What follows belongs to an exercise in optimizing a design on an open flow for small area and a short achievable clock period; a production flow would make more cautious choices.
No run shown here included a check of the RTL's function; only the layout flow was run.
Power is estimated from default activity; no workload was simulated.

===== flow/config.mk =====
export PLATFORM = sky130hd
export DESIGN_NAME = fir_3tap
export DESIGN_NICKNAME = fir_3tap
export VERILOG_FILES = /design/flow/design.v
export SDC_FILE = /design/flow/constraint.sdc
export NUM_CORES = 4
export LEC_CHECK = 0
export CAP_MARGIN = 20
export CORE_MARGIN = 2
export CORE_UTILIZATION = 40
export SLEW_MARGIN = 20
export SYNTH_HIERARCHICAL = 1
export SYNTH_MINIMUM_KEEP_SIZE = 0

===== flow/constraint.sdc =====
create_clock -name core_clock -period 12.5 [get_ports {clk}]
set_input_delay 2.5000 -clock core_clock [delete_from_list [all_inputs] [get_ports {clk}]]
set_output_delay 2.5000 -clock core_clock [all_outputs]
set_load 0.01 [all_outputs]

===== flow/design.v =====
module full_adder(output sum,
                  output carry_out,
                  input x,
                  input y,
                  input carry_in);
assign sum = x ^ y ^ carry_in;
assign carry_out = (x & y) | (x & carry_in) | (y & carry_in);
endmodule
module g_and2(output y, input a, input b);
assign y = a & b;
endmodule
module g_aoi21(output y, input a, input b, input c);
assign y = ~((a & b) | c);
endmodule
module g_inv(output y, input a);
assign y = ~a;
endmodule
module g_nand2(output y, input a, input b);
assign y = ~(a & b);
endmodule
module g_nor2(output y, input a, input b);
assign y = ~(a | b);
endmodule
module g_oai21(output y, input a, input b, input c);
assign y = ~((a | b) & c);
endmodule
module g_or2(output y, input a, input b);
assign y = a | b;
endmodule
module g_xnor2(output y, input a, input b);
assign y = ~(a ^ b);
endmodule
module g_xor2(output y, input a, input b);
assign y = a ^ b;
endmodule
module half_adder_n(output sum_n,
                    output carry_n,
                    input a_n,
                    input b_n);
xnor_n xs(sum_n, a_n, b_n);
or_n oc(carry_n, a_n, b_n);
endmodule
module xnor_n(output y, input a, input b);
assign y = ~(a ^ b);
endmodule
module or_n(output y, input a, input b);
assign y = a | b;
endmodule
module fir_3tap (input clk,
                 input [7:0] Xin,
                 input [7:0] H0,
                 input [7:0] H1,
                 input [7:0] H2,
                 output reg [15:0] Yout);
reg [15:0] Q1n, Q2n;
wire t2_p0_0 = ~(Xin[0] & H2[0]);
wire t2_p0_1 = ~(Xin[0] & H2[1]);
wire t2_p0_2 = ~(Xin[0] & H2[2]);
wire t2_p0_3 = ~(Xin[0] & H2[3]);
wire t2_p0_4 = ~(Xin[0] & H2[4]);
wire t2_p0_5 = ~(Xin[0] & H2[5]);
wire t2_p0_6 = ~(Xin[0] & H2[6]);
wire t2_p0_7 = ~(Xin[0] & H2[7]);
wire t2_p1_0 = ~(Xin[1] & H2[0]);
wire t2_p1_1 = ~(Xin[1] & H2[1]);
wire t2_p1_2 = ~(Xin[1] & H2[2]);
wire t2_p1_3 = ~(Xin[1] & H2[3]);
wire t2_p1_4 = ~(Xin[1] & H2[4]);
wire t2_p1_5 = ~(Xin[1] & H2[5]);
wire t2_p1_6 = ~(Xin[1] & H2[6]);
wire t2_p1_7 = ~(Xin[1] & H2[7]);
wire t2_p2_0 = ~(Xin[2] & H2[0]);
wire t2_p2_1 = ~(Xin[2] & H2[1]);
wire t2_p2_2 = ~(Xin[2] & H2[2]);
wire t2_p2_3 = ~(Xin[2] & H2[3]);
wire t2_p2_4 = ~(Xin[2] & H2[4]);
wire t2_p2_5 = ~(Xin[2] & H2[5]);
wire t2_p2_6 = ~(Xin[2] & H2[6]);
wire t2_p2_7 = ~(Xin[2] & H2[7]);
wire t2_p3_0 = ~(Xin[3] & H2[0]);
wire t2_p3_1 = ~(Xin[3] & H2[1]);
wire t2_p3_2 = ~(Xin[3] & H2[2]);
wire t2_p3_3 = ~(Xin[3] & H2[3]);
wire t2_p3_4 = ~(Xin[3] & H2[4]);
wire t2_p3_5 = ~(Xin[3] & H2[5]);
wire t2_p3_6 = ~(Xin[3] & H2[6]);
wire t2_p3_7 = ~(Xin[3] & H2[7]);
wire t2_p4_0 = ~(Xin[4] & H2[0]);
wire t2_p4_1 = ~(Xin[4] & H2[1]);
wire t2_p4_2 = ~(Xin[4] & H2[2]);
wire t2_p4_3 = ~(Xin[4] & H2[3]);
wire t2_p4_4 = ~(Xin[4] & H2[4]);
wire t2_p4_5 = ~(Xin[4] & H2[5]);
wire t2_p4_6 = ~(Xin[4] & H2[6]);
wire t2_p4_7 = ~(Xin[4] & H2[7]);
wire t2_p5_0 = ~(Xin[5] & H2[0]);
wire t2_p5_1 = ~(Xin[5] & H2[1]);
wire t2_p5_2 = ~(Xin[5] & H2[2]);
wire t2_p5_3 = ~(Xin[5] & H2[3]);
wire t2_p5_4 = ~(Xin[5] & H2[4]);
wire t2_p5_5 = ~(Xin[5] & H2[5]);
wire t2_p5_6 = ~(Xin[5] & H2[6]);
wire t2_p5_7 = ~(Xin[5] & H2[7]);
wire t2_p6_0 = ~(Xin[6] & H2[0]);
wire t2_p6_1 = ~(Xin[6] & H2[1]);
wire t2_p6_2 = ~(Xin[6] & H2[2]);
wire t2_p6_3 = ~(Xin[6] & H2[3]);
wire t2_p6_4 = ~(Xin[6] & H2[4]);
wire t2_p6_5 = ~(Xin[6] & H2[5]);
wire t2_p6_6 = ~(Xin[6] & H2[6]);
wire t2_p6_7 = ~(Xin[6] & H2[7]);
wire t2_p7_0 = ~(Xin[7] & H2[0]);
wire t2_p7_1 = ~(Xin[7] & H2[1]);
wire t2_p7_2 = ~(Xin[7] & H2[2]);
wire t2_p7_3 = ~(Xin[7] & H2[3]);
wire t2_p7_4 = ~(Xin[7] & H2[4]);
wire t2_p7_5 = ~(Xin[7] & H2[5]);
wire t2_p7_6 = ~(Xin[7] & H2[6]);
wire t2_p7_7 = ~(Xin[7] & H2[7]);
wire t2_s0, t2_c0;
half_adder_n t2_ha1 (t2_s0, t2_c0, t2_p0_6, t2_p1_5);
wire t2_s1, t2_c1;
full_adder t2_fa2 (t2_s1, t2_c1, t2_p0_7, t2_p1_6, t2_p2_5);
wire t2_s2, t2_c2;
half_adder_n t2_ha3 (t2_s2, t2_c2, t2_p3_4, t2_p4_3);
wire t2_s3, t2_c3;
full_adder t2_fa4 (t2_s3, t2_c3, t2_p1_7, t2_p2_6, t2_p3_5);
wire t2_s4, t2_c4;
half_adder_n t2_ha5 (t2_s4, t2_c4, t2_p4_4, t2_p5_3);
wire t2_s5, t2_c5;
full_adder t2_fa6 (t2_s5, t2_c5, t2_p2_7, t2_p3_6, t2_p4_5);
wire t2_s6, t2_c6;
half_adder_n t2_ha7 (t2_s6, t2_c6, t2_p0_4, t2_p1_3);
wire t2_s7, t2_c7;
full_adder t2_fa8 (t2_s7, t2_c7, t2_p0_5, t2_p1_4, t2_p2_3);
wire t2_s8, t2_c8;
half_adder_n t2_ha9 (t2_s8, t2_c8, t2_p3_2, t2_p4_1);
wire t2_s9, t2_c9;
full_adder t2_fa10 (t2_s9, t2_c9, t2_p2_4, t2_p3_3, t2_p4_2);
wire t2_s10, t2_c10;
full_adder t2_fa11 (t2_s10, t2_c10, t2_p5_1, t2_p6_0, t2_s0);
wire t2_s11, t2_c11;
full_adder t2_fa12 (t2_s11, t2_c11, t2_p5_2, t2_p6_1, t2_p7_0);
wire t2_s12, t2_c12;
full_adder t2_fa13 (t2_s12, t2_c12, t2_c0, t2_s2, t2_s1);
wire t2_s13, t2_c13;
full_adder t2_fa14 (t2_s13, t2_c13, t2_p6_2, t2_p7_1, t2_c2);
wire t2_s14, t2_c14;
full_adder t2_fa15 (t2_s14, t2_c14, t2_s4, t2_c1, t2_s3);
wire t2_s15, t2_c15;
full_adder t2_fa16 (t2_s15, t2_c15, t2_p5_4, t2_p6_3, t2_p7_2);
wire t2_s16, t2_c16;
full_adder t2_fa17 (t2_s16, t2_c16, t2_c4, t2_c3, t2_s5);
wire t2_s17, t2_c17;
full_adder t2_fa18 (t2_s17, t2_c17, t2_p3_7, t2_p4_6, t2_p5_5);
wire t2_s18, t2_c18;
full_adder t2_fa19 (t2_s18, t2_c18, t2_p6_4, t2_p7_3, t2_c5);
wire t2_s19, t2_c19;
full_adder t2_fa20 (t2_s19, t2_c19, t2_p4_7, t2_p5_6, t2_p6_5);
wire t2_s20, t2_c20;
half_adder_n t2_ha21 (t2_s20, t2_c20, t2_p0_3, t2_p1_2);
wire t2_s21, t2_c21;
full_adder t2_fa22 (t2_s21, t2_c21, t2_p2_2, t2_p3_1, t2_p4_0);
wire t2_s22, t2_c22;
full_adder t2_fa23 (t2_s22, t2_c22, t2_p5_0, t2_c6, t2_s8);
wire t2_s23, t2_c23;
full_adder t2_fa24 (t2_s23, t2_c23, t2_c8, t2_c7, t2_s9);
wire t2_s24, t2_c24;
full_adder t2_fa25 (t2_s24, t2_c24, t2_c9, t2_s11, t2_c10);
wire t2_s25, t2_c25;
full_adder t2_fa26 (t2_s25, t2_c25, t2_c11, t2_s13, t2_c12);
wire t2_s26, t2_c26;
full_adder t2_fa27 (t2_s26, t2_c26, t2_s15, t2_c13, t2_c14);
wire t2_s27, t2_c27;
full_adder t2_fa28 (t2_s27, t2_c27, t2_c15, t2_s17, t2_c16);
wire t2_s28, t2_c28;
full_adder t2_fa29 (t2_s28, t2_c28, t2_p7_4, t2_c17, t2_s19);
wire t2_s29, t2_c29;
full_adder t2_fa30 (t2_s29, t2_c29, t2_p5_7, t2_p6_6, t2_p7_5);
wire t2_s30, t2_c30;
half_adder_n t2_ha31 (t2_s30, t2_c30, t2_p0_2, t2_p1_1);
wire t2_s31, t2_c31;
full_adder t2_fa32 (t2_s31, t2_c31, t2_p2_1, t2_p3_0, t2_s20);
wire t2_s32, t2_c32;
full_adder t2_fa33 (t2_s32, t2_c32, t2_c20, t2_s6, t2_s21);
wire t2_s33, t2_c33;
full_adder t2_fa34 (t2_s33, t2_c33, t2_c21, t2_s7, t2_s22);
wire t2_s34, t2_c34;
full_adder t2_fa35 (t2_s34, t2_c34, t2_c22, t2_s10, t2_s23);
wire t2_s35, t2_c35;
full_adder t2_fa36 (t2_s35, t2_c35, t2_c23, t2_s12, t2_s24);
wire t2_s36, t2_c36;
full_adder t2_fa37 (t2_s36, t2_c36, t2_s14, t2_c24, t2_s25);
wire t2_s37, t2_c37;
full_adder t2_fa38 (t2_s37, t2_c37, t2_s16, t2_c25, t2_s26);
wire t2_s38, t2_c38;
full_adder t2_fa39 (t2_s38, t2_c38, t2_s18, t2_c26, t2_s27);
wire t2_s39, t2_c39;
full_adder t2_fa40 (t2_s39, t2_c39, t2_c18, t2_s28, t2_c27);
wire t2_s40, t2_c40;
full_adder t2_fa41 (t2_s40, t2_c40, t2_c19, t2_s29, t2_c28);
wire t2_s41, t2_c41;
full_adder t2_fa42 (t2_s41, t2_c41, t2_p6_7, t2_p7_6, t2_c29);
wire n1;
g_nor2 u1 (n1, t2_p0_1, t2_p1_0);
wire n2;
g_nand2 u2 (n2, t2_p0_1, t2_p1_0);
wire n3;
g_nand2 u3 (n3, n1, n2);
wire n4;
g_or2 u4 (n4, t2_s30, t2_p2_0);
wire n5;
g_and2 u5 (n5, t2_s30, t2_p2_0);
wire n6;
g_aoi21 u6 (n6, n4, n3, n5);
wire n7;
g_nor2 u7 (n7, t2_c30, t2_s31);
wire n8;
g_nand2 u8 (n8, t2_c30, t2_s31);
wire n9;
g_oai21 u9 (n9, n7, n6, n8);
wire n10;
g_or2 u10 (n10, t2_c31, t2_s32);
wire n11;
g_and2 u11 (n11, t2_c31, t2_s32);
wire n12;
g_aoi21 u12 (n12, n10, n9, n11);
wire n13;
g_nor2 u13 (n13, t2_c32, t2_s33);
wire n14;
g_nand2 u14 (n14, t2_c32, t2_s33);
wire n15;
g_oai21 u15 (n15, n13, n12, n14);
wire n16;
g_or2 u16 (n16, t2_c33, t2_s34);
wire n17;
g_and2 u17 (n17, t2_c33, t2_s34);
wire n18;
g_aoi21 u18 (n18, n16, n15, n17);
wire n19;
g_nor2 u19 (n19, t2_c34, t2_s35);
wire n20;
g_nand2 u20 (n20, t2_c34, t2_s35);
wire n21;
g_oai21 u21 (n21, n19, n18, n20);
wire n22;
g_nor2 u22 (n22, t2_c36, t2_s37);
wire n23;
g_nand2 u23 (n23, t2_c35, t2_s36);
wire n24;
g_nand2 u24 (n24, t2_c36, t2_s37);
wire n25;
g_oai21 u25 (n25, n22, n23, n24);
wire n26;
g_nor2 u26 (n26, t2_c35, t2_s36);
wire n27;
g_nor2 u27 (n27, n22, n26);
wire n28;
g_nor2 u28 (n28, t2_c38, t2_s39);
wire n29;
g_nand2 u29 (n29, t2_c37, t2_s38);
wire n30;
g_nand2 u30 (n30, t2_c38, t2_s39);
wire n31;
g_oai21 u31 (n31, n28, n29, n30);
wire n32;
g_nor2 u32 (n32, t2_c37, t2_s38);
wire n33;
g_nor2 u33 (n33, n28, n32);
wire n34;
g_nor2 u34 (n34, t2_c40, t2_s41);
wire n35;
g_nand2 u35 (n35, t2_c39, t2_s40);
wire n36;
g_nand2 u36 (n36, t2_c40, t2_s41);
wire n37;
g_oai21 u37 (n37, n34, n35, n36);
wire n38;
g_nor2 u38 (n38, t2_c39, t2_s40);
wire n39;
g_nor2 u39 (n39, n34, n38);
wire n40;
g_aoi21 u40 (n40, n27, n21, n25);
wire n41;
g_or2 u41 (n41, t2_c34, t2_s35);
wire n42;
g_nand2 u42 (n42, n27, n41);
wire n43;
g_aoi21 u43 (n43, n39, n31, n37);
wire n44;
g_nand2 u44 (n44, n39, n33);
wire n45;
g_oai21 u45 (n45, n44, n40, n43);
wire n46;
g_nor2 u46 (n46, n44, n42);
wire n47;
g_inv u47 (n47, n33);
wire n48;
g_inv u48 (n48, n31);
wire n49;
g_oai21 u49 (n49, n47, n40, n48);
wire n50;
g_inv u50 (n50, n33);
wire n51;
g_nor2 u51 (n51, n50, n42);
wire n52;
g_or2 u52 (n52, t2_c35, t2_s36);
wire n53;
g_and2 u53 (n53, t2_c35, t2_s36);
wire n54;
g_aoi21 u54 (n54, n52, n21, n53);
wire n55;
g_nand2 u55 (n55, n52, n41);
wire n56;
g_oai21 u56 (n56, n32, n40, n29);
wire n57;
g_nor2 u57 (n57, n32, n42);
wire n58;
g_or2 u58 (n58, t2_c39, t2_s40);
wire n59;
g_and2 u59 (n59, t2_c39, t2_s40);
wire n60;
g_aoi21 u60 (n60, n58, n49, n59);
wire n61;
g_nand2 u61 (n61, n58, n51);
wire n62;
g_or2 u62 (n62, t2_c41, t2_p7_7);
wire n63;
g_and2 u63 (n63, t2_c41, t2_p7_7);
wire n64;
g_aoi21 u64 (n64, n62, n45, n63);
wire n65;
g_nand2 u65 (n65, n62, n46);
wire n66;
g_xnor2 u66 (n66, t2_p0_1, t2_p1_0);
wire n67;
g_xor2 u67 (n67, t2_s30, t2_p2_0);
wire n68;
g_xor2 u68 (n68, n67, n3);
wire n69;
g_xor2 u69 (n69, t2_c30, t2_s31);
wire n70;
g_xnor2 u70 (n70, n69, n6);
wire n71;
g_xor2 u71 (n71, t2_c31, t2_s32);
wire n72;
g_xor2 u72 (n72, n71, n9);
wire n73;
g_xor2 u73 (n73, t2_c32, t2_s33);
wire n74;
g_xnor2 u74 (n74, n73, n12);
wire n75;
g_xor2 u75 (n75, t2_c33, t2_s34);
wire n76;
g_xor2 u76 (n76, n75, n15);
wire n77;
g_xor2 u77 (n77, t2_c34, t2_s35);
wire n78;
g_xnor2 u78 (n78, n77, n18);
wire n79;
g_xor2 u79 (n79, t2_c35, t2_s36);
wire n80;
g_xor2 u80 (n80, n79, n21);
wire n81;
g_xor2 u81 (n81, t2_c36, t2_s37);
wire n82;
g_xnor2 u82 (n82, n81, n54);
wire n83;
g_xor2 u83 (n83, t2_c37, t2_s38);
wire n84;
g_xnor2 u84 (n84, n83, n40);
wire n85;
g_xor2 u85 (n85, t2_c38, t2_s39);
wire n86;
g_xor2 u86 (n86, n85, n56);
wire n87;
g_xor2 u87 (n87, t2_c39, t2_s40);
wire n88;
g_xor2 u88 (n88, n87, n49);
wire n89;
g_xor2 u89 (n89, t2_c40, t2_s41);
wire n90;
g_xnor2 u90 (n90, n89, n60);
wire n91;
g_xor2 u91 (n91, t2_c41, t2_p7_7);
wire n92;
g_xor2 u92 (n92, n91, n45);
wire n93;
g_inv u93 (n93, n64);
wire [15:0] t2_sn = {n93, n92, n90, n88, n86, n84, n82, n80, n78, n76, n74, n72, n70, n68, n66, t2_p0_0};
wire t1_p0_0 = ~(Xin[0] & H1[0]);
wire t1_p0_1 = ~(Xin[0] & H1[1]);
wire t1_p0_2 = ~(Xin[0] & H1[2]);
wire t1_p0_3 = ~(Xin[0] & H1[3]);
wire t1_p0_4 = ~(Xin[0] & H1[4]);
wire t1_p0_5 = ~(Xin[0] & H1[5]);
wire t1_p0_6 = ~(Xin[0] & H1[6]);
wire t1_p0_7 = ~(Xin[0] & H1[7]);
wire t1_p1_0 = ~(Xin[1] & H1[0]);
wire t1_p1_1 = ~(Xin[1] & H1[1]);
wire t1_p1_2 = ~(Xin[1] & H1[2]);
wire t1_p1_3 = ~(Xin[1] & H1[3]);
wire t1_p1_4 = ~(Xin[1] & H1[4]);
wire t1_p1_5 = ~(Xin[1] & H1[5]);
wire t1_p1_6 = ~(Xin[1] & H1[6]);
wire t1_p1_7 = ~(Xin[1] & H1[7]);
wire t1_p2_0 = ~(Xin[2] & H1[0]);
wire t1_p2_1 = ~(Xin[2] & H1[1]);
wire t1_p2_2 = ~(Xin[2] & H1[2]);
wire t1_p2_3 = ~(Xin[2] & H1[3]);
wire t1_p2_4 = ~(Xin[2] & H1[4]);
wire t1_p2_5 = ~(Xin[2] & H1[5]);
wire t1_p2_6 = ~(Xin[2] & H1[6]);
wire t1_p2_7 = ~(Xin[2] & H1[7]);
wire t1_p3_0 = ~(Xin[3] & H1[0]);
wire t1_p3_1 = ~(Xin[3] & H1[1]);
wire t1_p3_2 = ~(Xin[3] & H1[2]);
wire t1_p3_3 = ~(Xin[3] & H1[3]);
wire t1_p3_4 = ~(Xin[3] & H1[4]);
wire t1_p3_5 = ~(Xin[3] & H1[5]);
wire t1_p3_6 = ~(Xin[3] & H1[6]);
wire t1_p3_7 = ~(Xin[3] & H1[7]);
wire t1_p4_0 = ~(Xin[4] & H1[0]);
wire t1_p4_1 = ~(Xin[4] & H1[1]);
wire t1_p4_2 = ~(Xin[4] & H1[2]);
wire t1_p4_3 = ~(Xin[4] & H1[3]);
wire t1_p4_4 = ~(Xin[4] & H1[4]);
wire t1_p4_5 = ~(Xin[4] & H1[5]);
wire t1_p4_6 = ~(Xin[4] & H1[6]);
wire t1_p4_7 = ~(Xin[4] & H1[7]);
wire t1_p5_0 = ~(Xin[5] & H1[0]);
wire t1_p5_1 = ~(Xin[5] & H1[1]);
wire t1_p5_2 = ~(Xin[5] & H1[2]);
wire t1_p5_3 = ~(Xin[5] & H1[3]);
wire t1_p5_4 = ~(Xin[5] & H1[4]);
wire t1_p5_5 = ~(Xin[5] & H1[5]);
wire t1_p5_6 = ~(Xin[5] & H1[6]);
wire t1_p5_7 = ~(Xin[5] & H1[7]);
wire t1_p6_0 = ~(Xin[6] & H1[0]);
wire t1_p6_1 = ~(Xin[6] & H1[1]);
wire t1_p6_2 = ~(Xin[6] & H1[2]);
wire t1_p6_3 = ~(Xin[6] & H1[3]);
wire t1_p6_4 = ~(Xin[6] & H1[4]);
wire t1_p6_5 = ~(Xin[6] & H1[5]);
wire t1_p6_6 = ~(Xin[6] & H1[6]);
wire t1_p6_7 = ~(Xin[6] & H1[7]);
wire t1_p7_0 = ~(Xin[7] & H1[0]);
wire t1_p7_1 = ~(Xin[7] & H1[1]);
wire t1_p7_2 = ~(Xin[7] & H1[2]);
wire t1_p7_3 = ~(Xin[7] & H1[3]);
wire t1_p7_4 = ~(Xin[7] & H1[4]);
wire t1_p7_5 = ~(Xin[7] & H1[5]);
wire t1_p7_6 = ~(Xin[7] & H1[6]);
wire t1_p7_7 = ~(Xin[7] & H1[7]);
wire t1_s0, t1_c0;
half_adder_n t1_ha1 (t1_s0, t1_c0, Q1n[5], t1_p0_5);
wire t1_s1, t1_c1;
full_adder t1_fa2 (t1_s1, t1_c1, Q1n[6], t1_p0_6, t1_p1_5);
wire t1_s2, t1_c2;
half_adder_n t1_ha3 (t1_s2, t1_c2, t1_p2_4, t1_p3_3);
wire t1_s3, t1_c3;
full_adder t1_fa4 (t1_s3, t1_c3, Q1n[7], t1_p0_7, t1_p1_6);
wire t1_s4, t1_c4;
full_adder t1_fa5 (t1_s4, t1_c4, t1_p2_5, t1_p3_4, t1_p4_3);
wire t1_s5, t1_c5;
half_adder_n t1_ha6 (t1_s5, t1_c5, t1_p5_2, t1_p6_1);
wire t1_s6, t1_c6;
full_adder t1_fa7 (t1_s6, t1_c6, Q1n[8], t1_p1_7, t1_p2_6);
wire t1_s7, t1_c7;
full_adder t1_fa8 (t1_s7, t1_c7, t1_p3_5, t1_p4_4, t1_p5_3);
wire t1_s8, t1_c8;
half_adder_n t1_ha9 (t1_s8, t1_c8, t1_p6_2, t1_p7_1);
wire t1_s9, t1_c9;
full_adder t1_fa10 (t1_s9, t1_c9, Q1n[9], t1_p2_7, t1_p3_6);
wire t1_s10, t1_c10;
full_adder t1_fa11 (t1_s10, t1_c10, t1_p4_5, t1_p5_4, t1_p6_3);
wire t1_s11, t1_c11;
full_adder t1_fa12 (t1_s11, t1_c11, Q1n[10], t1_p3_7, t1_p4_6);
wire t1_s12, t1_c12;
half_adder_n t1_ha13 (t1_s12, t1_c12, Q1n[3], t1_p0_3);
wire t1_s13, t1_c13;
full_adder t1_fa14 (t1_s13, t1_c13, Q1n[4], t1_p0_4, t1_p1_3);
wire t1_s14, t1_c14;
half_adder_n t1_ha15 (t1_s14, t1_c14, t1_p2_2, t1_p3_1);
wire t1_s15, t1_c15;
full_adder t1_fa16 (t1_s15, t1_c15, t1_p1_4, t1_p2_3, t1_p3_2);
wire t1_s16, t1_c16;
full_adder t1_fa17 (t1_s16, t1_c16, t1_p4_1, t1_p5_0, t1_s0);
wire t1_s17, t1_c17;
full_adder t1_fa18 (t1_s17, t1_c17, t1_p4_2, t1_p5_1, t1_p6_0);
wire t1_s18, t1_c18;
full_adder t1_fa19 (t1_s18, t1_c18, t1_c0, t1_s2, t1_s1);
wire t1_s19, t1_c19;
full_adder t1_fa20 (t1_s19, t1_c19, t1_p7_0, t1_c2, t1_s5);
wire t1_s20, t1_c20;
full_adder t1_fa21 (t1_s20, t1_c20, t1_c1, t1_s3, t1_s4);
wire t1_s21, t1_c21;
full_adder t1_fa22 (t1_s21, t1_c21, t1_c5, t1_s8, t1_c3);
wire t1_s22, t1_c22;
full_adder t1_fa23 (t1_s22, t1_c22, t1_c4, t1_s6, t1_s7);
wire t1_s23, t1_c23;
full_adder t1_fa24 (t1_s23, t1_c23, t1_p7_2, t1_c8, t1_c6);
wire t1_s24, t1_c24;
full_adder t1_fa25 (t1_s24, t1_c24, t1_c7, t1_s10, t1_s9);
wire t1_s25, t1_c25;
full_adder t1_fa26 (t1_s25, t1_c25, t1_p5_5, t1_p6_4, t1_p7_3);
wire t1_s26, t1_c26;
full_adder t1_fa27 (t1_s26, t1_c26, t1_c10, t1_c9, t1_s11);
wire t1_s27, t1_c27;
full_adder t1_fa28 (t1_s27, t1_c27, Q1n[11], t1_p4_7, t1_p5_6);
wire t1_s28, t1_c28;
full_adder t1_fa29 (t1_s28, t1_c28, t1_p6_5, t1_p7_4, t1_c11);
wire t1_s29, t1_c29;
full_adder t1_fa30 (t1_s29, t1_c29, Q1n[12], t1_p5_7, t1_p6_6);
wire t1_s30, t1_c30;
half_adder_n t1_ha31 (t1_s30, t1_c30, Q1n[2], t1_p0_2);
wire t1_s31, t1_c31;
full_adder t1_fa32 (t1_s31, t1_c31, t1_p1_2, t1_p2_1, t1_p3_0);
wire t1_s32, t1_c32;
full_adder t1_fa33 (t1_s32, t1_c32, t1_p4_0, t1_c12, t1_s14);
wire t1_s33, t1_c33;
full_adder t1_fa34 (t1_s33, t1_c33, t1_c14, t1_c13, t1_s15);
wire t1_s34, t1_c34;
full_adder t1_fa35 (t1_s34, t1_c34, t1_c15, t1_s17, t1_c16);
wire t1_s35, t1_c35;
full_adder t1_fa36 (t1_s35, t1_c35, t1_c17, t1_s19, t1_c18);
wire t1_s36, t1_c36;
full_adder t1_fa37 (t1_s36, t1_c36, t1_c19, t1_c20, t1_s21);
wire t1_s37, t1_c37;
full_adder t1_fa38 (t1_s37, t1_c37, t1_c21, t1_c22, t1_s23);
wire t1_s38, t1_c38;
full_adder t1_fa39 (t1_s38, t1_c38, t1_s25, t1_c23, t1_c24);
wire t1_s39, t1_c39;
full_adder t1_fa40 (t1_s39, t1_c39, t1_c25, t1_s27, t1_c26);
wire t1_s40, t1_c40;
full_adder t1_fa41 (t1_s40, t1_c40, t1_p7_5, t1_c27, t1_s29);
wire t1_s41, t1_c41;
full_adder t1_fa42 (t1_s41, t1_c41, Q1n[13], t1_p6_7, t1_p7_6);
wire t1_s42, t1_c42;
half_adder_n t1_ha43 (t1_s42, t1_c42, Q1n[1], t1_p0_1);
wire t1_s43, t1_c43;
full_adder t1_fa44 (t1_s43, t1_c43, t1_p1_1, t1_p2_0, t1_s30);
wire t1_s44, t1_c44;
full_adder t1_fa45 (t1_s44, t1_c44, t1_c30, t1_s12, t1_s31);
wire t1_s45, t1_c45;
full_adder t1_fa46 (t1_s45, t1_c45, t1_c31, t1_s13, t1_s32);
wire t1_s46, t1_c46;
full_adder t1_fa47 (t1_s46, t1_c46, t1_c32, t1_s16, t1_s33);
wire t1_s47, t1_c47;
full_adder t1_fa48 (t1_s47, t1_c47, t1_c33, t1_s18, t1_s34);
wire t1_s48, t1_c48;
full_adder t1_fa49 (t1_s48, t1_c48, t1_s20, t1_c34, t1_s35);
wire t1_s49, t1_c49;
full_adder t1_fa50 (t1_s49, t1_c49, t1_s22, t1_c35, t1_s36);
wire t1_s50, t1_c50;
full_adder t1_fa51 (t1_s50, t1_c50, t1_s24, t1_c36, t1_s37);
wire t1_s51, t1_c51;
full_adder t1_fa52 (t1_s51, t1_c51, t1_s26, t1_c37, t1_s38);
wire t1_s52, t1_c52;
full_adder t1_fa53 (t1_s52, t1_c52, t1_s28, t1_c38, t1_s39);
wire t1_s53, t1_c53;
full_adder t1_fa54 (t1_s53, t1_c53, t1_c28, t1_s40, t1_c39);
wire t1_s54, t1_c54;
full_adder t1_fa55 (t1_s54, t1_c54, t1_c29, t1_s41, t1_c40);
wire t1_s55, t1_c55;
full_adder t1_fa56 (t1_s55, t1_c55, Q1n[14], t1_p7_7, t1_c41);
wire n94;
g_nor2 u94 (n94, t1_s42, t1_p1_0);
wire n95;
g_nor2 u95 (n95, Q1n[0], t1_p0_0);
wire n96;
g_nand2 u96 (n96, t1_s42, t1_p1_0);
wire n97;
g_oai21 u97 (n97, n94, n95, n96);
wire n98;
g_or2 u98 (n98, t1_c42, t1_s43);
wire n99;
g_and2 u99 (n99, t1_c42, t1_s43);
wire n100;
g_aoi21 u100 (n100, n98, n97, n99);
wire n101;
g_nor2 u101 (n101, t1_c43, t1_s44);
wire n102;
g_nand2 u102 (n102, t1_c43, t1_s44);
wire n103;
g_oai21 u103 (n103, n101, n100, n102);
wire n104;
g_or2 u104 (n104, t1_c44, t1_s45);
wire n105;
g_and2 u105 (n105, t1_c44, t1_s45);
wire n106;
g_aoi21 u106 (n106, n104, n103, n105);
wire n107;
g_nor2 u107 (n107, t1_c45, t1_s46);
wire n108;
g_nand2 u108 (n108, t1_c45, t1_s46);
wire n109;
g_oai21 u109 (n109, n107, n106, n108);
wire n110;
g_or2 u110 (n110, t1_c46, t1_s47);
wire n111;
g_and2 u111 (n111, t1_c46, t1_s47);
wire n112;
g_aoi21 u112 (n112, n110, n109, n111);
wire n113;
g_nor2 u113 (n113, t1_c47, t1_s48);
wire n114;
g_nand2 u114 (n114, t1_c47, t1_s48);
wire n115;
g_oai21 u115 (n115, n113, n112, n114);
wire n116;
g_nor2 u116 (n116, t1_c49, t1_s50);
wire n117;
g_nand2 u117 (n117, t1_c48, t1_s49);
wire n118;
g_nand2 u118 (n118, t1_c49, t1_s50);
wire n119;
g_oai21 u119 (n119, n116, n117, n118);
wire n120;
g_nor2 u120 (n120, t1_c48, t1_s49);
wire n121;
g_nor2 u121 (n121, n116, n120);
wire n122;
g_nor2 u122 (n122, t1_c51, t1_s52);
wire n123;
g_nand2 u123 (n123, t1_c50, t1_s51);
wire n124;
g_nand2 u124 (n124, t1_c51, t1_s52);
wire n125;
g_oai21 u125 (n125, n122, n123, n124);
wire n126;
g_nor2 u126 (n126, t1_c50, t1_s51);
wire n127;
g_nor2 u127 (n127, n122, n126);
wire n128;
g_nor2 u128 (n128, t1_c53, t1_s54);
wire n129;
g_nand2 u129 (n129, t1_c52, t1_s53);
wire n130;
g_nand2 u130 (n130, t1_c53, t1_s54);
wire n131;
g_oai21 u131 (n131, n128, n129, n130);
wire n132;
g_nor2 u132 (n132, t1_c52, t1_s53);
wire n133;
g_nor2 u133 (n133, n128, n132);
wire n134;
g_aoi21 u134 (n134, n121, n115, n119);
wire n135;
g_or2 u135 (n135, t1_c47, t1_s48);
wire n136;
g_nand2 u136 (n136, n121, n135);
wire n137;
g_aoi21 u137 (n137, n133, n125, n131);
wire n138;
g_nand2 u138 (n138, n133, n127);
wire n139;
g_oai21 u139 (n139, n138, n134, n137);
wire n140;
g_nor2 u140 (n140, n138, n136);
wire n141;
g_inv u141 (n141, n127);
wire n142;
g_inv u142 (n142, n125);
wire n143;
g_oai21 u143 (n143, n141, n134, n142);
wire n144;
g_inv u144 (n144, n127);
wire n145;
g_nor2 u145 (n145, n144, n136);
wire n146;
g_or2 u146 (n146, t1_c48, t1_s49);
wire n147;
g_and2 u147 (n147, t1_c48, t1_s49);
wire n148;
g_aoi21 u148 (n148, n146, n115, n147);
wire n149;
g_nand2 u149 (n149, n146, n135);
wire n150;
g_oai21 u150 (n150, n126, n134, n123);
wire n151;
g_nor2 u151 (n151, n126, n136);
wire n152;
g_or2 u152 (n152, t1_c52, t1_s53);
wire n153;
g_and2 u153 (n153, t1_c52, t1_s53);
wire n154;
g_aoi21 u154 (n154, n152, n143, n153);
wire n155;
g_nand2 u155 (n155, n152, n145);
wire n156;
g_or2 u156 (n156, t1_c54, t1_s55);
wire n157;
g_and2 u157 (n157, t1_c54, t1_s55);
wire n158;
g_aoi21 u158 (n158, n156, n139, n157);
wire n159;
g_nand2 u159 (n159, n156, n140);
wire n160;
g_xnor2 u160 (n160, Q1n[0], t1_p0_0);
wire n161;
g_xor2 u161 (n161, t1_s42, t1_p1_0);
wire n162;
g_xnor2 u162 (n162, n161, n95);
wire n163;
g_xor2 u163 (n163, t1_c42, t1_s43);
wire n164;
g_xor2 u164 (n164, n163, n97);
wire n165;
g_xor2 u165 (n165, t1_c43, t1_s44);
wire n166;
g_xnor2 u166 (n166, n165, n100);
wire n167;
g_xor2 u167 (n167, t1_c44, t1_s45);
wire n168;
g_xor2 u168 (n168, n167, n103);
wire n169;
g_xor2 u169 (n169, t1_c45, t1_s46);
wire n170;
g_xnor2 u170 (n170, n169, n106);
wire n171;
g_xor2 u171 (n171, t1_c46, t1_s47);
wire n172;
g_xor2 u172 (n172, n171, n109);
wire n173;
g_xor2 u173 (n173, t1_c47, t1_s48);
wire n174;
g_xnor2 u174 (n174, n173, n112);
wire n175;
g_xor2 u175 (n175, t1_c48, t1_s49);
wire n176;
g_xor2 u176 (n176, n175, n115);
wire n177;
g_xor2 u177 (n177, t1_c49, t1_s50);
wire n178;
g_xnor2 u178 (n178, n177, n148);
wire n179;
g_xor2 u179 (n179, t1_c50, t1_s51);
wire n180;
g_xnor2 u180 (n180, n179, n134);
wire n181;
g_xor2 u181 (n181, t1_c51, t1_s52);
wire n182;
g_xor2 u182 (n182, n181, n150);
wire n183;
g_xor2 u183 (n183, t1_c52, t1_s53);
wire n184;
g_xor2 u184 (n184, n183, n143);
wire n185;
g_xor2 u185 (n185, t1_c53, t1_s54);
wire n186;
g_xnor2 u186 (n186, n185, n154);
wire n187;
g_xor2 u187 (n187, t1_c54, t1_s55);
wire n188;
g_xor2 u188 (n188, n187, n139);
wire n189;
g_xor2 u189 (n189, t1_c55, Q1n[15]);
wire n190;
g_xnor2 u190 (n190, n189, n158);
wire [15:0] t1_sn = {n190, n188, n186, n184, n182, n180, n178, n176, n174, n172, n170, n168, n166, n164, n162, n160};
wire t0_p0_0 = ~(Xin[0] & H0[0]);
wire t0_p0_1 = ~(Xin[0] & H0[1]);
wire t0_p0_2 = ~(Xin[0] & H0[2]);
wire t0_p0_3 = ~(Xin[0] & H0[3]);
wire t0_p0_4 = ~(Xin[0] & H0[4]);
wire t0_p0_5 = ~(Xin[0] & H0[5]);
wire t0_p0_6 = ~(Xin[0] & H0[6]);
wire t0_p0_7 = ~(Xin[0] & H0[7]);
wire t0_p1_0 = ~(Xin[1] & H0[0]);
wire t0_p1_1 = ~(Xin[1] & H0[1]);
wire t0_p1_2 = ~(Xin[1] & H0[2]);
wire t0_p1_3 = ~(Xin[1] & H0[3]);
wire t0_p1_4 = ~(Xin[1] & H0[4]);
wire t0_p1_5 = ~(Xin[1] & H0[5]);
wire t0_p1_6 = ~(Xin[1] & H0[6]);
wire t0_p1_7 = ~(Xin[1] & H0[7]);
wire t0_p2_0 = ~(Xin[2] & H0[0]);
wire t0_p2_1 = ~(Xin[2] & H0[1]);
wire t0_p2_2 = ~(Xin[2] & H0[2]);
wire t0_p2_3 = ~(Xin[2] & H0[3]);
wire t0_p2_4 = ~(Xin[2] & H0[4]);
wire t0_p2_5 = ~(Xin[2] & H0[5]);
wire t0_p2_6 = ~(Xin[2] & H0[6]);
wire t0_p2_7 = ~(Xin[2] & H0[7]);
wire t0_p3_0 = ~(Xin[3] & H0[0]);
wire t0_p3_1 = ~(Xin[3] & H0[1]);
wire t0_p3_2 = ~(Xin[3] & H0[2]);
wire t0_p3_3 = ~(Xin[3] & H0[3]);
wire t0_p3_4 = ~(Xin[3] & H0[4]);
wire t0_p3_5 = ~(Xin[3] & H0[5]);
wire t0_p3_6 = ~(Xin[3] & H0[6]);
wire t0_p3_7 = ~(Xin[3] & H0[7]);
wire t0_p4_0 = ~(Xin[4] & H0[0]);
wire t0_p4_1 = ~(Xin[4] & H0[1]);
wire t0_p4_2 = ~(Xin[4] & H0[2]);
wire t0_p4_3 = ~(Xin[4] & H0[3]);
wire t0_p4_4 = ~(Xin[4] & H0[4]);
wire t0_p4_5 = ~(Xin[4] & H0[5]);
wire t0_p4_6 = ~(Xin[4] & H0[6]);
wire t0_p4_7 = ~(Xin[4] & H0[7]);
wire t0_p5_0 = ~(Xin[5] & H0[0]);
wire t0_p5_1 = ~(Xin[5] & H0[1]);
wire t0_p5_2 = ~(Xin[5] & H0[2]);
wire t0_p5_3 = ~(Xin[5] & H0[3]);
wire t0_p5_4 = ~(Xin[5] & H0[4]);
wire t0_p5_5 = ~(Xin[5] & H0[5]);
wire t0_p5_6 = ~(Xin[5] & H0[6]);
wire t0_p5_7 = ~(Xin[5] & H0[7]);
wire t0_p6_0 = ~(Xin[6] & H0[0]);
wire t0_p6_1 = ~(Xin[6] & H0[1]);
wire t0_p6_2 = ~(Xin[6] & H0[2]);
wire t0_p6_3 = ~(Xin[6] & H0[3]);
wire t0_p6_4 = ~(Xin[6] & H0[4]);
wire t0_p6_5 = ~(Xin[6] & H0[5]);
wire t0_p6_6 = ~(Xin[6] & H0[6]);
wire t0_p6_7 = ~(Xin[6] & H0[7]);
wire t0_p7_0 = ~(Xin[7] & H0[0]);
wire t0_p7_1 = ~(Xin[7] & H0[1]);
wire t0_p7_2 = ~(Xin[7] & H0[2]);
wire t0_p7_3 = ~(Xin[7] & H0[3]);
wire t0_p7_4 = ~(Xin[7] & H0[4]);
wire t0_p7_5 = ~(Xin[7] & H0[5]);
wire t0_p7_6 = ~(Xin[7] & H0[6]);
wire t0_p7_7 = ~(Xin[7] & H0[7]);
wire t0_s0, t0_c0;
half_adder_n t0_ha1 (t0_s0, t0_c0, Q2n[5], t0_p0_5);
wire t0_s1, t0_c1;
full_adder t0_fa2 (t0_s1, t0_c1, Q2n[6], t0_p0_6, t0_p1_5);
wire t0_s2, t0_c2;
half_adder_n t0_ha3 (t0_s2, t0_c2, t0_p2_4, t0_p3_3);
wire t0_s3, t0_c3;
full_adder t0_fa4 (t0_s3, t0_c3, Q2n[7], t0_p0_7, t0_p1_6);
wire t0_s4, t0_c4;
full_adder t0_fa5 (t0_s4, t0_c4, t0_p2_5, t0_p3_4, t0_p4_3);
wire t0_s5, t0_c5;
half_adder_n t0_ha6 (t0_s5, t0_c5, t0_p5_2, t0_p6_1);
wire t0_s6, t0_c6;
full_adder t0_fa7 (t0_s6, t0_c6, Q2n[8], t0_p1_7, t0_p2_6);
wire t0_s7, t0_c7;
full_adder t0_fa8 (t0_s7, t0_c7, t0_p3_5, t0_p4_4, t0_p5_3);
wire t0_s8, t0_c8;
half_adder_n t0_ha9 (t0_s8, t0_c8, t0_p6_2, t0_p7_1);
wire t0_s9, t0_c9;
full_adder t0_fa10 (t0_s9, t0_c9, Q2n[9], t0_p2_7, t0_p3_6);
wire t0_s10, t0_c10;
full_adder t0_fa11 (t0_s10, t0_c10, t0_p4_5, t0_p5_4, t0_p6_3);
wire t0_s11, t0_c11;
full_adder t0_fa12 (t0_s11, t0_c11, Q2n[10], t0_p3_7, t0_p4_6);
wire t0_s12, t0_c12;
half_adder_n t0_ha13 (t0_s12, t0_c12, Q2n[3], t0_p0_3);
wire t0_s13, t0_c13;
full_adder t0_fa14 (t0_s13, t0_c13, Q2n[4], t0_p0_4, t0_p1_3);
wire t0_s14, t0_c14;
half_adder_n t0_ha15 (t0_s14, t0_c14, t0_p2_2, t0_p3_1);
wire t0_s15, t0_c15;
full_adder t0_fa16 (t0_s15, t0_c15, t0_p1_4, t0_p2_3, t0_p3_2);
wire t0_s16, t0_c16;
full_adder t0_fa17 (t0_s16, t0_c16, t0_p4_1, t0_p5_0, t0_s0);
wire t0_s17, t0_c17;
full_adder t0_fa18 (t0_s17, t0_c17, t0_p4_2, t0_p5_1, t0_p6_0);
wire t0_s18, t0_c18;
full_adder t0_fa19 (t0_s18, t0_c18, t0_c0, t0_s2, t0_s1);
wire t0_s19, t0_c19;
full_adder t0_fa20 (t0_s19, t0_c19, t0_p7_0, t0_c2, t0_s5);
wire t0_s20, t0_c20;
full_adder t0_fa21 (t0_s20, t0_c20, t0_c1, t0_s3, t0_s4);
wire t0_s21, t0_c21;
full_adder t0_fa22 (t0_s21, t0_c21, t0_c5, t0_s8, t0_c3);
wire t0_s22, t0_c22;
full_adder t0_fa23 (t0_s22, t0_c22, t0_c4, t0_s6, t0_s7);
wire t0_s23, t0_c23;
full_adder t0_fa24 (t0_s23, t0_c23, t0_p7_2, t0_c8, t0_c6);
wire t0_s24, t0_c24;
full_adder t0_fa25 (t0_s24, t0_c24, t0_c7, t0_s10, t0_s9);
wire t0_s25, t0_c25;
full_adder t0_fa26 (t0_s25, t0_c25, t0_p5_5, t0_p6_4, t0_p7_3);
wire t0_s26, t0_c26;
full_adder t0_fa27 (t0_s26, t0_c26, t0_c10, t0_c9, t0_s11);
wire t0_s27, t0_c27;
full_adder t0_fa28 (t0_s27, t0_c27, Q2n[11], t0_p4_7, t0_p5_6);
wire t0_s28, t0_c28;
full_adder t0_fa29 (t0_s28, t0_c28, t0_p6_5, t0_p7_4, t0_c11);
wire t0_s29, t0_c29;
full_adder t0_fa30 (t0_s29, t0_c29, Q2n[12], t0_p5_7, t0_p6_6);
wire t0_s30, t0_c30;
half_adder_n t0_ha31 (t0_s30, t0_c30, Q2n[2], t0_p0_2);
wire t0_s31, t0_c31;
full_adder t0_fa32 (t0_s31, t0_c31, t0_p1_2, t0_p2_1, t0_p3_0);
wire t0_s32, t0_c32;
full_adder t0_fa33 (t0_s32, t0_c32, t0_p4_0, t0_c12, t0_s14);
wire t0_s33, t0_c33;
full_adder t0_fa34 (t0_s33, t0_c33, t0_c14, t0_c13, t0_s15);
wire t0_s34, t0_c34;
full_adder t0_fa35 (t0_s34, t0_c34, t0_c15, t0_s17, t0_c16);
wire t0_s35, t0_c35;
full_adder t0_fa36 (t0_s35, t0_c35, t0_c17, t0_s19, t0_c18);
wire t0_s36, t0_c36;
full_adder t0_fa37 (t0_s36, t0_c36, t0_c19, t0_c20, t0_s21);
wire t0_s37, t0_c37;
full_adder t0_fa38 (t0_s37, t0_c37, t0_c21, t0_c22, t0_s23);
wire t0_s38, t0_c38;
full_adder t0_fa39 (t0_s38, t0_c38, t0_s25, t0_c23, t0_c24);
wire t0_s39, t0_c39;
full_adder t0_fa40 (t0_s39, t0_c39, t0_c25, t0_s27, t0_c26);
wire t0_s40, t0_c40;
full_adder t0_fa41 (t0_s40, t0_c40, t0_p7_5, t0_c27, t0_s29);
wire t0_s41, t0_c41;
full_adder t0_fa42 (t0_s41, t0_c41, Q2n[13], t0_p6_7, t0_p7_6);
wire t0_s42, t0_c42;
half_adder_n t0_ha43 (t0_s42, t0_c42, Q2n[1], t0_p0_1);
wire t0_s43, t0_c43;
full_adder t0_fa44 (t0_s43, t0_c43, t0_p1_1, t0_p2_0, t0_s30);
wire t0_s44, t0_c44;
full_adder t0_fa45 (t0_s44, t0_c44, t0_c30, t0_s12, t0_s31);
wire t0_s45, t0_c45;
full_adder t0_fa46 (t0_s45, t0_c45, t0_c31, t0_s13, t0_s32);
wire t0_s46, t0_c46;
full_adder t0_fa47 (t0_s46, t0_c46, t0_c32, t0_s16, t0_s33);
wire t0_s47, t0_c47;
full_adder t0_fa48 (t0_s47, t0_c47, t0_c33, t0_s18, t0_s34);
wire t0_s48, t0_c48;
full_adder t0_fa49 (t0_s48, t0_c48, t0_s20, t0_c34, t0_s35);
wire t0_s49, t0_c49;
full_adder t0_fa50 (t0_s49, t0_c49, t0_s22, t0_c35, t0_s36);
wire t0_s50, t0_c50;
full_adder t0_fa51 (t0_s50, t0_c50, t0_s24, t0_c36, t0_s37);
wire t0_s51, t0_c51;
full_adder t0_fa52 (t0_s51, t0_c51, t0_s26, t0_c37, t0_s38);
wire t0_s52, t0_c52;
full_adder t0_fa53 (t0_s52, t0_c52, t0_s28, t0_c38, t0_s39);
wire t0_s53, t0_c53;
full_adder t0_fa54 (t0_s53, t0_c53, t0_c28, t0_s40, t0_c39);
wire t0_s54, t0_c54;
full_adder t0_fa55 (t0_s54, t0_c54, t0_c29, t0_s41, t0_c40);
wire t0_s55, t0_c55;
full_adder t0_fa56 (t0_s55, t0_c55, Q2n[14], t0_p7_7, t0_c41);
wire n191;
g_nor2 u191 (n191, t0_s42, t0_p1_0);
wire n192;
g_nor2 u192 (n192, Q2n[0], t0_p0_0);
wire n193;
g_nand2 u193 (n193, t0_s42, t0_p1_0);
wire n194;
g_oai21 u194 (n194, n191, n192, n193);
wire n195;
g_or2 u195 (n195, t0_c42, t0_s43);
wire n196;
g_and2 u196 (n196, t0_c42, t0_s43);
wire n197;
g_aoi21 u197 (n197, n195, n194, n196);
wire n198;
g_nor2 u198 (n198, t0_c43, t0_s44);
wire n199;
g_nand2 u199 (n199, t0_c43, t0_s44);
wire n200;
g_oai21 u200 (n200, n198, n197, n199);
wire n201;
g_or2 u201 (n201, t0_c44, t0_s45);
wire n202;
g_and2 u202 (n202, t0_c44, t0_s45);
wire n203;
g_aoi21 u203 (n203, n201, n200, n202);
wire n204;
g_nor2 u204 (n204, t0_c45, t0_s46);
wire n205;
g_nand2 u205 (n205, t0_c45, t0_s46);
wire n206;
g_oai21 u206 (n206, n204, n203, n205);
wire n207;
g_or2 u207 (n207, t0_c46, t0_s47);
wire n208;
g_and2 u208 (n208, t0_c46, t0_s47);
wire n209;
g_aoi21 u209 (n209, n207, n206, n208);
wire n210;
g_nor2 u210 (n210, t0_c47, t0_s48);
wire n211;
g_nand2 u211 (n211, t0_c47, t0_s48);
wire n212;
g_oai21 u212 (n212, n210, n209, n211);
wire n213;
g_nor2 u213 (n213, t0_c49, t0_s50);
wire n214;
g_nand2 u214 (n214, t0_c48, t0_s49);
wire n215;
g_nand2 u215 (n215, t0_c49, t0_s50);
wire n216;
g_oai21 u216 (n216, n213, n214, n215);
wire n217;
g_nor2 u217 (n217, t0_c48, t0_s49);
wire n218;
g_nor2 u218 (n218, n213, n217);
wire n219;
g_nor2 u219 (n219, t0_c51, t0_s52);
wire n220;
g_nand2 u220 (n220, t0_c50, t0_s51);
wire n221;
g_nand2 u221 (n221, t0_c51, t0_s52);
wire n222;
g_oai21 u222 (n222, n219, n220, n221);
wire n223;
g_nor2 u223 (n223, t0_c50, t0_s51);
wire n224;
g_nor2 u224 (n224, n219, n223);
wire n225;
g_nor2 u225 (n225, t0_c53, t0_s54);
wire n226;
g_nand2 u226 (n226, t0_c52, t0_s53);
wire n227;
g_nand2 u227 (n227, t0_c53, t0_s54);
wire n228;
g_oai21 u228 (n228, n225, n226, n227);
wire n229;
g_nor2 u229 (n229, t0_c52, t0_s53);
wire n230;
g_nor2 u230 (n230, n225, n229);
wire n231;
g_aoi21 u231 (n231, n218, n212, n216);
wire n232;
g_or2 u232 (n232, t0_c47, t0_s48);
wire n233;
g_nand2 u233 (n233, n218, n232);
wire n234;
g_aoi21 u234 (n234, n230, n222, n228);
wire n235;
g_nand2 u235 (n235, n230, n224);
wire n236;
g_oai21 u236 (n236, n235, n231, n234);
wire n237;
g_nor2 u237 (n237, n235, n233);
wire n238;
g_inv u238 (n238, n224);
wire n239;
g_inv u239 (n239, n222);
wire n240;
g_oai21 u240 (n240, n238, n231, n239);
wire n241;
g_inv u241 (n241, n224);
wire n242;
g_nor2 u242 (n242, n241, n233);
wire n243;
g_or2 u243 (n243, t0_c48, t0_s49);
wire n244;
g_and2 u244 (n244, t0_c48, t0_s49);
wire n245;
g_aoi21 u245 (n245, n243, n212, n244);
wire n246;
g_nand2 u246 (n246, n243, n232);
wire n247;
g_oai21 u247 (n247, n223, n231, n220);
wire n248;
g_nor2 u248 (n248, n223, n233);
wire n249;
g_or2 u249 (n249, t0_c52, t0_s53);
wire n250;
g_and2 u250 (n250, t0_c52, t0_s53);
wire n251;
g_aoi21 u251 (n251, n249, n240, n250);
wire n252;
g_nand2 u252 (n252, n249, n242);
wire n253;
g_or2 u253 (n253, t0_c54, t0_s55);
wire n254;
g_and2 u254 (n254, t0_c54, t0_s55);
wire n255;
g_aoi21 u255 (n255, n253, n236, n254);
wire n256;
g_nand2 u256 (n256, n253, n237);
wire n257;
g_xor2 u257 (n257, Q2n[0], t0_p0_0);
wire n258;
g_xor2 u258 (n258, t0_s42, t0_p1_0);
wire n259;
g_xor2 u259 (n259, n258, n192);
wire n260;
g_xor2 u260 (n260, t0_c42, t0_s43);
wire n261;
g_xnor2 u261 (n261, n260, n194);
wire n262;
g_xor2 u262 (n262, t0_c43, t0_s44);
wire n263;
g_xor2 u263 (n263, n262, n197);
wire n264;
g_xor2 u264 (n264, t0_c44, t0_s45);
wire n265;
g_xnor2 u265 (n265, n264, n200);
wire n266;
g_xor2 u266 (n266, t0_c45, t0_s46);
wire n267;
g_xor2 u267 (n267, n266, n203);
wire n268;
g_xor2 u268 (n268, t0_c46, t0_s47);
wire n269;
g_xnor2 u269 (n269, n268, n206);
wire n270;
g_xor2 u270 (n270, t0_c47, t0_s48);
wire n271;
g_xor2 u271 (n271, n270, n209);
wire n272;
g_xor2 u272 (n272, t0_c48, t0_s49);
wire n273;
g_xnor2 u273 (n273, n272, n212);
wire n274;
g_xor2 u274 (n274, t0_c49, t0_s50);
wire n275;
g_xor2 u275 (n275, n274, n245);
wire n276;
g_xor2 u276 (n276, t0_c50, t0_s51);
wire n277;
g_xor2 u277 (n277, n276, n231);
wire n278;
g_xor2 u278 (n278, t0_c51, t0_s52);
wire n279;
g_xnor2 u279 (n279, n278, n247);
wire n280;
g_xor2 u280 (n280, t0_c52, t0_s53);
wire n281;
g_xnor2 u281 (n281, n280, n240);
wire n282;
g_xor2 u282 (n282, t0_c53, t0_s54);
wire n283;
g_xor2 u283 (n283, n282, n251);
wire n284;
g_xor2 u284 (n284, t0_c54, t0_s55);
wire n285;
g_xnor2 u285 (n285, n284, n236);
wire n286;
g_xor2 u286 (n286, t0_c55, Q2n[15]);
wire n287;
g_xor2 u287 (n287, n286, n255);
wire [15:0] t0_sn = {n287, n285, n283, n281, n279, n277, n275, n273, n271, n269, n267, n265, n263, n261, n259, n257};
always @(posedge clk) begin
  Q1n  <= t2_sn;
  Q2n  <= t1_sn;
  Yout <= t0_sn;
end
endmodule

===== flow/flow/run.sh =====
#!/bin/bash
# The standard layout (standard.sh), with two changes to how it is made:
# - ports are buffered with buf_1 instead of the default delay buffer;
# - repair_timing aims for 6.8 ns of setup slack instead of 0.
set -euo pipefail
export SETUP_SLACK_MARGIN=6.8
export BUFFER_PORTS_ARGS="-buffer_cell sky130_fd_sc_hd__buf_1"
bash standard.sh > standard.log 2>&1

===== flow/standard.sh =====
#!/bin/bash
# synth_recipe.tcl (not shown) runs the flow's synth.tcl, then flattens the netlist and writes it again
# the make line also repeats each setting of config.mk as NAME=value (left out here)
make -C /OpenROAD-flow-scripts/flow DESIGN_CONFIG=/design/flow/config.mk WORK_HOME=/design/flow/orfs CLKGATE_MAP_FILE= SYNTH_SCRIPT=/design/flow/synth_recipe.tcl "${@:-finish}"

==> qor.txt, run 1 <==
Core ar. = 0.0160 mm^2
Synth area leaders = fa_1 40%, dfxtp_1 15%, nand2_1 13%
Period minus WS final = 5.57 ns
CP max-delay cell = fa_1
Async S/R FF share, synth = 0
Total Neg Setup Slack = 0 ns
Hold WC Path Type = flop to flop
Routed WL = 12700 um
Post-Synthesis Cell Area = 0.00660 mm^2
Clock Pin Slew Worst Setup and Hold Paths = 0.07 ns
wire per inst = 13.1 um
final number of setup-violating endpoints = 0
Net count, final = 912
io pins = 49
worst slack, placed = 6.39 ns
Final Hold Violating Endpoints = 0
slowest cell delay on critical path = 0.52 ns
vias in the first global route = 4822
setup ws final = 6.93 ns
EDFF count, synth = 0
Distinct cells, synth = 14
clk root buf = clkbuf_16
MaxCap Viol Count = 0
CP Max Fanout = 12
die area = 0.0175 mm^2
initial detailed-routing violation count = 211
CTS tree = done
CP endpoint = Yout[15]$_DFF_P_
# rows = 46
antenna-violating nets left = 0
Pwr Density = 275 mW/mm^2
Skew-Pair Late Insertion Delay = 0.29 ns
Final Cycle Share = 0.446
DIE HEIGHT = 132 um
Critical Path End Type = flop
CTS Buf Count = 5
first-pass GRT wire length = 22700 um
n_diodes = 0
kind of critical path = primary input to flop
grt ovf = 0
Ys Warns = 7
Initial Util = 0.412
Worst Skew = 0.00833 ns
deepest clock path buffer count = 2
share of the synthesized area in the top cell type = 0.398
Req. time, crit path = 12.72 ns
Crit. Startpoint = Xin[0]
DRC Markers = 0
register bit total from synthesis = 48
H-tree Lvls = 2
reg2reg start = Q2n[6]$_DFF_P_
Fmax = 179 MHz
sequential fraction of the synthesis area = 0.146
RSZ-0062 raised after global routing = yes
largest net degree at the start of global routing = 25
Area growth, synth to finish = 9.43%
Post-Synthesis Cells = 717
Vias = 4660
r2r setup slk = 9.29 ns
status = no timing/DRC/antenna violations
main flop type after synthesis = dfxtp_1
relative slew slack = 0.711
Worst Tran Pin Value = 0.433 ns
VDD IR-drop max = 0.191 mV
hold_ws = 0.457 ns
crit-path cells = buf_2 > buf_12 > nand2_1 > fa_1 > fa_1 > fa_1 > fa_1 > nor2_1 > o21ai_2 > a21oi_2 > o21ai_2 > a21oi_2 > xor2_1
hpwl dp = 9600 um
drt first pass iters = 4
Die X = 132 um
top-count cell post-synth = nand2_1
static leakage = 2.57 nW
Worst path most repeated cell = fa_1
post-synth top area cell = fa_1
WP data arrival = 5.80 ns
total track usage = 0.155
Critical R2R Capture = Yout[15]$_DFF_P_
Avg Synthesized Cell Area = 9.20 um^2
clk sinks = 48
syn nets = 881
fraction of layout cells with a size suffix above 1 = 0.115
Slew Viols, Final = 0
top cells by count, synth = 226 x nand2_1, 131 x fa_1, 66 x xor2_1
initial antenna violation count = 0
Final Wtd Congestion = 0.766
# port buffers = 48
Setup crit start kind = primary input
vias per inst = 4.83
Worst Reg-to-Reg Cells = 10
placed cells by master (no fill, tap or decap), drive strengths merged, types with 7 or more instances in the layout:
master | synthesis | final
buf | 40 | 48
nand2 | 226 | 226
clkbuf | 0 | 21
xnor2 | 46 | 46
dfxtp | 48 | 48
fa | 131 | 131
xor2 | 66 | 66
nor2 | 41 | 41
inv | 7 | 7
and2 | 18 | 18
or2 | 41 | 41
o21ai | 29 | 29
a21oi | 24 | 24
layout make-up:
type | count | area, um^2
Clock buffer | 5 | 125
Clock inverter | 3 | 18.8
Fill cell | 1610 | 8780
Inverter | 7 | 26.3
Multi-Input combinational cell | 622 | 5390
Sequential cell | 48 | 961
Tap cell | 216 | 270
Timing Repair Buffer | 64 | 428
worst min path at each step:
| stage | from | to | slack [ns] | depth (start not counted) |
|---|---|---|---|---|
| after floorplan | Q1n[0]$_DFF_P_ | Q2n[0]$_DFF_P_ | 0.43 | 1 |
| after global placement | Q2n[0]$_DFF_P_ | Yout[0]$_DFF_P_ | 0.45 | 1 |
| after detailed placement | Q1n[0]$_DFF_P_ | Q2n[0]$_DFF_P_ | 0.46 | 1 |
| after CTS | Q1n[0]$_DFF_P_ | Q2n[0]$_DFF_P_ | 0.47 | 1 |
| after global routing | Q2n[0]$_DFF_P_ | Yout[0]$_DFF_P_ | 0.48 | 1 |
| final | Q1n[0]$_DFF_P_ | Q2n[0]$_DFF_P_ | 0.46 | 1 |
worst max-delay path, delay by kind of cell:
kind,cells,cell delay [ns]
compound gates,4,0.63
xor+xnor,1,0.14
fa+ha+maj,4,1.94
buf+inv,2,0.33
simple gates,2,0.23
modules after synthesis (local to each module, per instance), excerpt:
module / copies in the design / area [um^2]
g_nor2: 41 / 3.75
g_inv: 7 / 3.75
g_xnor2: 23 / 8.76
fir_3tap: 1 / 1960
g_xor2: 66 / 8.76
full_adder: 131 / 20.0
or_n: 23 / 6.26
g_and2: 18 / 6.26
flip-flops by register name, summed over array words and instances, names as in the netlist:
register,count
Q2n,16
Yout,16
Q1n,16
routing by layer:
metal	share of wire	up-vias	track usage
li1	-	2235	-
met1	0.46	2324	0.219
met2	0.48	91	0.257
met3	0.049	10	0.0268
met4	0.0073	0	0.0251
met5	0	-	0
stage by stage:
step	utilization	instance area [um^2]	std cells	total power, mW
floorplan	-	6610	717	1.54
global placement	0.427	6840	949	1.74
detailed placement	0.427	6840	949	1.75
CTS	0.438	7010	957	1.91
global route	0.451	7220	965	2.23
finish	0.451	7220	965	1.99
kinds of logic (layout without fill, tap and decap cells):
logic type      count (synthesis)  count (layout)  share of synthesized area
fa+ha+maj                     131             131                      0.398
flops                          48              48                      0.146
simple gates                  326             326                      0.208
xor+xnor                      112             112                      0.149
compound gates                 53              53                     0.0539
buf+inv                        47              79                     0.0463
timing repair:
action / CTS / global route
pin swaps: 0 / 9
setup buffers: 0 / 6
resized for setup: 11 / 44
hold buffers: 0 / 0
endpoints found under the setup margin: 3 / 15
gates cloned: 0 / 2
power breakdown:
| group | leakage [nW] | switching (mW) | internal, mW |
|---|---|---|---|
| clock | 0.0736 | 0.0620 | 0.0739 |
| sequential | 0.405 | 0.0288 | 0.256 |
| combinational | 2.09 | 0.810 | 0.756 |
==> run 2: changes to the inputs <==
--- a/flow/config.mk
+++ b/flow/config.mk
@@ -7,7 +7,7 @@
 export LEC_CHECK = 0
 export CAP_MARGIN = 20
 export CORE_MARGIN = 2
-export CORE_UTILIZATION = 40
+export CORE_UTILIZATION = 65
 export SLEW_MARGIN = 20
 export SYNTH_HIERARCHICAL = 1
 export SYNTH_MINIMUM_KEEP_SIZE = 0
==> run 2 against run 1 <==
Still clean. Die area decreased by 37%. Power shrank 0.25%. Worst hold slack worse by 0.0038 ns. Clock skew fell by 0.0016 ns. Core utilization rose by 27 points. Clock power is 26% lower. Critical path depth unchanged. Synthesized cell count is the same. Wire length rose by 4.3%. Final area decreased by 1.6%. Via count increased by 3.2%. Highest routed layer unchanged.
==> qor.txt, run 2 <==
status = no timing/DRC/antenna violations
Net count, final = 910 (-0.22%)
clk sinks = 48 (unchanged)
Worst Tran Pin Value = 0.440 ns (+0.00633 ns)
CTS tree = done
drt first pass iters = 5 (+1)
Post-Synthesis Cells = 717 (unchanged)
post-synth top area cell = fa_1
initial antenna violation count = 0 (unchanged)
Clock Pin Slew Worst Setup and Hold Paths = 0.09 ns (+0.02 ns)
Critical Path End Type = flop
RSZ-0062 raised after global routing = yes
Finished Core Util = 0.724 (+0.272)
sequential fraction of the synthesis area = 0.146 (unchanged)
Hold-fix buffers, CTS = 0 (unchanged)
fraction of layout cells with a size suffix above 1 = 0.115 (+0.000307)
hold_ws = 0.453 ns (-0.00381 ns)
antenna-violating nets left = 0 (unchanged)
Post-Synthesis Cell Area = 0.00660 mm^2 (unchanged)
dpl cells = 866 (-8.7%)
Async S/R FF share, synth = 0 (unchanged)
Final Hold Violating Endpoints = 0 (unchanged)
# port buffers = 48 (unchanged)
total track usage = 0.256 (+0.101)
n_diodes = 0 (unchanged)
Total Neg Setup Slack = 0 ns (unchanged)
Synth area leaders = fa_1 40%, dfxtp_1 15%, nand2_1 13%
CTS Buf Count = 5 (unchanged)
Vias = 4810 (+3.2%)
Die X = 105 um (-21%)
DRC Markers = 0 (unchanged)
kind of critical path = primary input to flop
io pins = 49 (unchanged)
setup ws final = 6.96 ns (+0.0287 ns)
final number of setup-violating endpoints = 0 (unchanged)
Avg Synthesized Cell Area = 9.20 um^2 (unchanged)
Req. time, crit path = 12.73 ns (about the same)
EDFF count, synth = 0 (unchanged)
top-count cell post-synth = nand2_1
MaxCap Viol Count = 0 (unchanged)
Initial Util = 0.672 (+0.260)
WP data arrival = 5.77 ns (-0.03 ns)
syn nets = 881 (unchanged)
Area growth, synth to finish = 7.72%
Skew-Pair Late Insertion Delay = 0.31 ns (+0.02 ns)
Distinct cells, synth = 14 (unchanged)
grt ovf = 0 (unchanged)
relative slew slack = 0.707 (-0.00422)
clk root buf = clkbuf_8
hpwl dp = 9830 um (+2.4%)
Cell Count, Final, Fillers Out = 880 (-8.8%)
top flop regs = Q1n (16), Q2n (16), Yout (16)
wire per inst = 15.0 um (+14%)
die area = 0.0110 mm^2 (-37%)
number of fillers in the final layout = 802 (-50%)
worst slack, placed = 6.19 ns (-0.203 ns)
Setup crit start kind = primary input
Final Wtd Congestion = 0.852 (+11%)
Period minus WS final = 5.54 ns (-0.0287 ns)
CP Max Fanout = 12 (unchanged)
register bit total from synthesis = 48 (unchanged)
H-tree Lvls = 2 (unchanged)
largest net degree at the start of global routing = 25 (unchanged)
Hold WC Path Type = flop to flop
main flop type after synthesis = dfxtp_1
static leakage = 2.56 nW (-0.59%)
deepest clock path buffer count = 2 (unchanged)
Worst Skew = 0.00674 ns (-0.00159 ns)
Ys Warns = 7 (unchanged)
initial detailed-routing violation count = 304 (+44%)
vias per inst = 5.47 (+13%)
Routed WL = 13200 um (+4.3%)
share of the synthesized area in the top cell type = 0.398 (unchanged)
top cells by count, synth = 226 x nand2_1, 131 x fa_1, 66 x xor2_1
Fmax = 180 MHz (+0.52%)
Core ar. = 0.00982 mm^2 (-39%)
# rows = 36 (-22%)
first-pass GRT wire length = 22700 um (+0.30%)
commonest cells after routing, fill and taps aside = 226 x nand2_1, 125 x fa_1, 66 x xor2_1
VDD IR-drop max = 0.241 mV (+27%)
Slew Viols, Final = 0 (unchanged)
Final Cycle Share = 0.443 (-0.00230)
most common cell after layout, fill and taps aside = nand2_1
DIE HEIGHT = 105 um (-21%)
vias in the first global route = 5004 (+3.8%)
Pwr Density = 279 mW/mm^2 (+1.3%)
-- run 2: changes by cell type in the layout (fill, tap and decap cells not counted), sizes merged --
cell / previous run / this run
clkinv: 3 / 0
buf: 48 / 39
clkbuf: 21 / 30
clkinvlp: 0 / 1
-- run 2: worst max-delay path: stages --
cell and delay [ns]:
clkbuf_2 0.17, buf_12 0.16, nand2_1 0.07, fa_1 0.47, fa_1 0.44, fa_1 0.50
fa_2 0.60, nor2_1 0.06, nor2_1 0.20, a21oi_4 0.11, o21ai_2 0.21, a21oi_2 0.08
xnor2_1 0.19
-- run 2: final timing paths --
kind | slack [ns] | startpoint | depth (start not counted) | endpoint
worst max-delay path | 6.96 | Xin[0] | 13 | Q1n[13]$_DFF_P_
worst min-delay path | 0.45 | Q1n[0]$_DFF_P_ | 1 | Q2n[0]$_DFF_P_
worst max register to register | 9.29 | Q2n[8]$_DFF_P_ | 10 | Yout[15]$_DFF_P_
worst min register to register | 0.45 | Q1n[0]$_DFF_P_ | 1 | Q2n[0]$_DFF_P_
-- run 2: logic make-up after synthesis --
logic type / synth area share
AND/OR/NAND/NOR: 0.208
buffers and inverters: 0.0463
adder cells (fa/ha/maj): 0.398
XOR/XNOR: 0.149
flip-flops: 0.146
AO/OA/AOI/OAI: 0.0539
-- run 2: layout make-up --
class / count / area, um^2 / share of cell area
tap: 133 / 166 / 0.0234
multi-input combinational: 622 / 5420 / 0.763
clock buffer: 7 / 86.3 / 0.0122
clock inverter: 1 / 7.51 / 0.00106
timing repair buffer: 62 / 434 / 0.0611
inverter: 7 / 26.3 / 0.00370
sequential: 48 / 961 / 0.135
-- run 2: timing repair --
item | in CTS | in global routing
setup buffers | 1 | 2
pin swaps | 2 | 9
setup endpoints to repair | 15 | 16
gates resized for setup | 5 | 54
gates cloned | 0 | 3
-- run 2: modules after synthesis, one instance, submodules excluded, excerpt --
| module | cells inside | area, um^2 |
|---|---|---|
| fir_3tap | 280 | 1960 |
| g_xnor2 | 1 | 8.76 |
| g_nand2 | 1 | 3.75 |
| g_nor2 | 1 | 3.75 |
| full_adder | 1 | 20.0 |
| g_oai21 | 1 | 5.00 |
| g_xor2 | 1 | 8.76 |
| g_and2 | 1 | 6.26 |
| g_inv | 1 | 3.75 |
| or_n | 1 | 6.26 |
-- run 2: per-layer routing --
layer | up-vias | wire, um | global-route usage
met3 | 26 | 955 | 0.0393
met1 | 2377 | 5380 | 0.340
met4 | 0 | 259 | 0.0724
met5 | - | 0 | 0
li1 | 2232 | - | -
met2 | 175 | 6610 | 0.439
-- run 2: through the flow --
stage	cell area [um^2]	total power, mW
floorplan	6610	1.54
global placement	6720	1.72
detailed placement	6740	1.77
CTS	6850	1.88
global route	7110	2.21
finish	7110	1.98
-- run 2: power breakdown --
group          internal (mW)  total, mW  switching, mW  leakage, nW
registers              0.256      0.286         0.0302        0.405
logic                  0.743       1.60          0.852         2.11
clock network         0.0451      0.101         0.0557       0.0445

## afterwards: timing with drivers on the ports
In the flow no input, the clock included, has a driving cell. The finished layouts below were timed again as built, in two steps.
Step 1: set_driving_cell puts a clkbuf_16 on clk and a buf_2 on each other input, an assumption about the parent block.
Step 2, shift: input delay + t, output delay - t, t = (earliest + latest rising clock arrival at the registers) / 2. This alone moves slack from input paths to output paths.
Slacks: ideal ports / drivers / drivers and shift; pairs: ideal ports / drivers.
run	shift t [ns]	setup slack, ns
run 1	0.329	6.928 / 6.940 / 6.611
run 2	0.345	6.957 / 6.971 / 6.626
After both steps setup and hold are still met in every run listed.
